This design comes from an exercise in tuning for small area and a short achievable clock period on the open sky130 flow, not from production work.

Setup of job 101:
==> flow/design.v (excerpt) <==
module pipecpu(clk, rst, instr, readdata, PC, MemWrite, aluout, writedata);
Size: about 160 I/O pins, about 69000 µm² of cells after synthesis.
Settings: LEC_CHECK=0, CAP_MARGIN=20, CORE_MARGIN=2, CORE_UTILIZATION=50, PLACE_DENSITY=0.75, SLEW_MARGIN=20; clock period 12.5 ns.
standard.sh (not shown) runs the stock make flow with config.mk's settings and CLKGATE_MAP_FILE= SYNTH_SCRIPT=/design/flow/synth_recipe.tcl, a recipe that flattens the netlist after the stock synthesis.
==> flow/flow/run.sh <==
#!/bin/bash
# The standard layout, with timing repair aiming well below the clock
# period (the SDC is unchanged), plain buffers on the ports, and without the
# slow two-stage OR / AND cells (the platform's don't-use cells stay
# don't-use).
set -euo pipefail
DONT_USE="sky130_fd_sc_hd__probe_p_8 sky130_fd_sc_hd__probec_p_8 sky130_fd_sc_hd__lpflow_bleeder_1 sky130_fd_sc_hd__lpflow_clkbufkapwr_1 sky130_fd_sc_hd__lpflow_clkbufkapwr_16 sky130_fd_sc_hd__lpflow_clkbufkapwr_2 sky130_fd_sc_hd__lpflow_clkbufkapwr_4 sky130_fd_sc_hd__lpflow_clkbufkapwr_8 sky130_fd_sc_hd__lpflow_clkinvkapwr_1 sky130_fd_sc_hd__lpflow_clkinvkapwr_16 sky130_fd_sc_hd__lpflow_clkinvkapwr_2 sky130_fd_sc_hd__lpflow_clkinvkapwr_4 sky130_fd_sc_hd__lpflow_clkinvkapwr_8 sky130_fd_sc_hd__lpflow_decapkapwr_12 sky130_fd_sc_hd__lpflow_decapkapwr_3 sky130_fd_sc_hd__lpflow_decapkapwr_4 sky130_fd_sc_hd__lpflow_decapkapwr_6 sky130_fd_sc_hd__lpflow_decapkapwr_8 sky130_fd_sc_hd__lpflow_inputiso0n_1 sky130_fd_sc_hd__lpflow_inputiso0p_1 sky130_fd_sc_hd__lpflow_inputiso1n_1 sky130_fd_sc_hd__lpflow_inputiso1p_1 sky130_fd_sc_hd__lpflow_inputisolatch_1 sky130_fd_sc_hd__lpflow_isobufsrc_1 sky130_fd_sc_hd__lpflow_isobufsrc_16 sky130_fd_sc_hd__lpflow_isobufsrc_2 sky130_fd_sc_hd__lpflow_isobufsrc_4 sky130_fd_sc_hd__lpflow_isobufsrc_8 sky130_fd_sc_hd__lpflow_isobufsrckapwr_16 sky130_fd_sc_hd__lpflow_lsbuf_lh_hl_isowell_tap_1 sky130_fd_sc_hd__lpflow_lsbuf_lh_hl_isowell_tap_2 sky130_fd_sc_hd__lpflow_lsbuf_lh_hl_isowell_tap_4 sky130_fd_sc_hd__lpflow_lsbuf_lh_isowell_4 sky130_fd_sc_hd__lpflow_lsbuf_lh_isowell_tap_1 sky130_fd_sc_hd__lpflow_lsbuf_lh_isowell_tap_2 sky130_fd_sc_hd__lpflow_lsbuf_lh_isowell_tap_4 sky130_fd_sc_hd__a2111o_1 sky130_fd_sc_hd__a2111o_2 sky130_fd_sc_hd__a2111o_4 sky130_fd_sc_hd__and4_1 sky130_fd_sc_hd__and4_2 sky130_fd_sc_hd__and4_4 sky130_fd_sc_hd__and4b_1 sky130_fd_sc_hd__and4b_2 sky130_fd_sc_hd__and4b_4 sky130_fd_sc_hd__and4bb_1 sky130_fd_sc_hd__and4bb_2 sky130_fd_sc_hd__and4bb_4 sky130_fd_sc_hd__o2111a_1 sky130_fd_sc_hd__o2111a_2 sky130_fd_sc_hd__o2111a_4 sky130_fd_sc_hd__or3_1 sky130_fd_sc_hd__or3_2 sky130_fd_sc_hd__or3_4 sky130_fd_sc_hd__or3b_1 sky130_fd_sc_hd__or3b_2 sky130_fd_sc_hd__or3b_4 sky130_fd_sc_hd__or4_1 sky130_fd_sc_hd__or4_2 sky130_fd_sc_hd__or4_4 sky130_fd_sc_hd__or4b_1 sky130_fd_sc_hd__or4b_2 sky130_fd_sc_hd__or4b_4 sky130_fd_sc_hd__or4bb_1 sky130_fd_sc_hd__or4bb_2 sky130_fd_sc_hd__or4bb_4 "
bash standard.sh SETUP_SLACK_MARGIN=8.5 "BUFFER_PORTS_ARGS=-buffer_cell sky130_fd_sc_hd__buf_4" "DONT_USE_CELLS=$DONT_USE" finish > standard_flow.log 2>&1
The final layout from job 101, which completed every stage, passed the timing, design-rule and antenna checks at the end of the flow.
#### Input delta (job 102 over job 101)
--- a/flow/config.mk
+++ b/flow/config.mk
@@ -11,2 +11,3 @@
 export PLACE_DENSITY = 0.75
 export SLEW_MARGIN = 20
+export SYNTH_HIERARCHICAL = 1
## What came out
Across both runs, minimum setup slack after placement was higher for job 102 than for job 101. Inserted tap cell count (lower): job 102. In summary, job 102 completed successfully, with a layout that passed the timing, design-rule and antenna checks. As of job 102, synthesized cell count had fallen by a few percent compared to job 101.
No functional check of the RTL was part of any run of this note.

==> static timing again, ports no longer ideal <==
Ports are ideal in the flow. The routed layouts listed here were re-timed in OpenROAD.
Step 1, drivers: a clkbuf_16 drives clk and a buf_2 each remaining input, both assumed.
Step 2 also shifts input and output timing later by t, the mid clock arrival at the registers, as if the neighbouring blocks saw the same clock.
a / b / c = ideal ports / drivers / drivers and shift; a / b = the first two.
run	shift t [ns]	setup slack, ns	latest minus earliest clock arrival (ns)	slew at the worst register clock pin (ns)
job 101	0.897	6.905 / 6.945 / 6.048	0.086 / 0.085	0.07 / 0.07
job 102	0.892	8.069 / 7.985 / 7.458	0.038 / 0.038	0.08 / 0.08
After both steps every run listed still meets setup and hold. For job 101, which loses most, drivers alone change the setup slack by +0.040 ns; drivers and shift together by -0.857 ns.
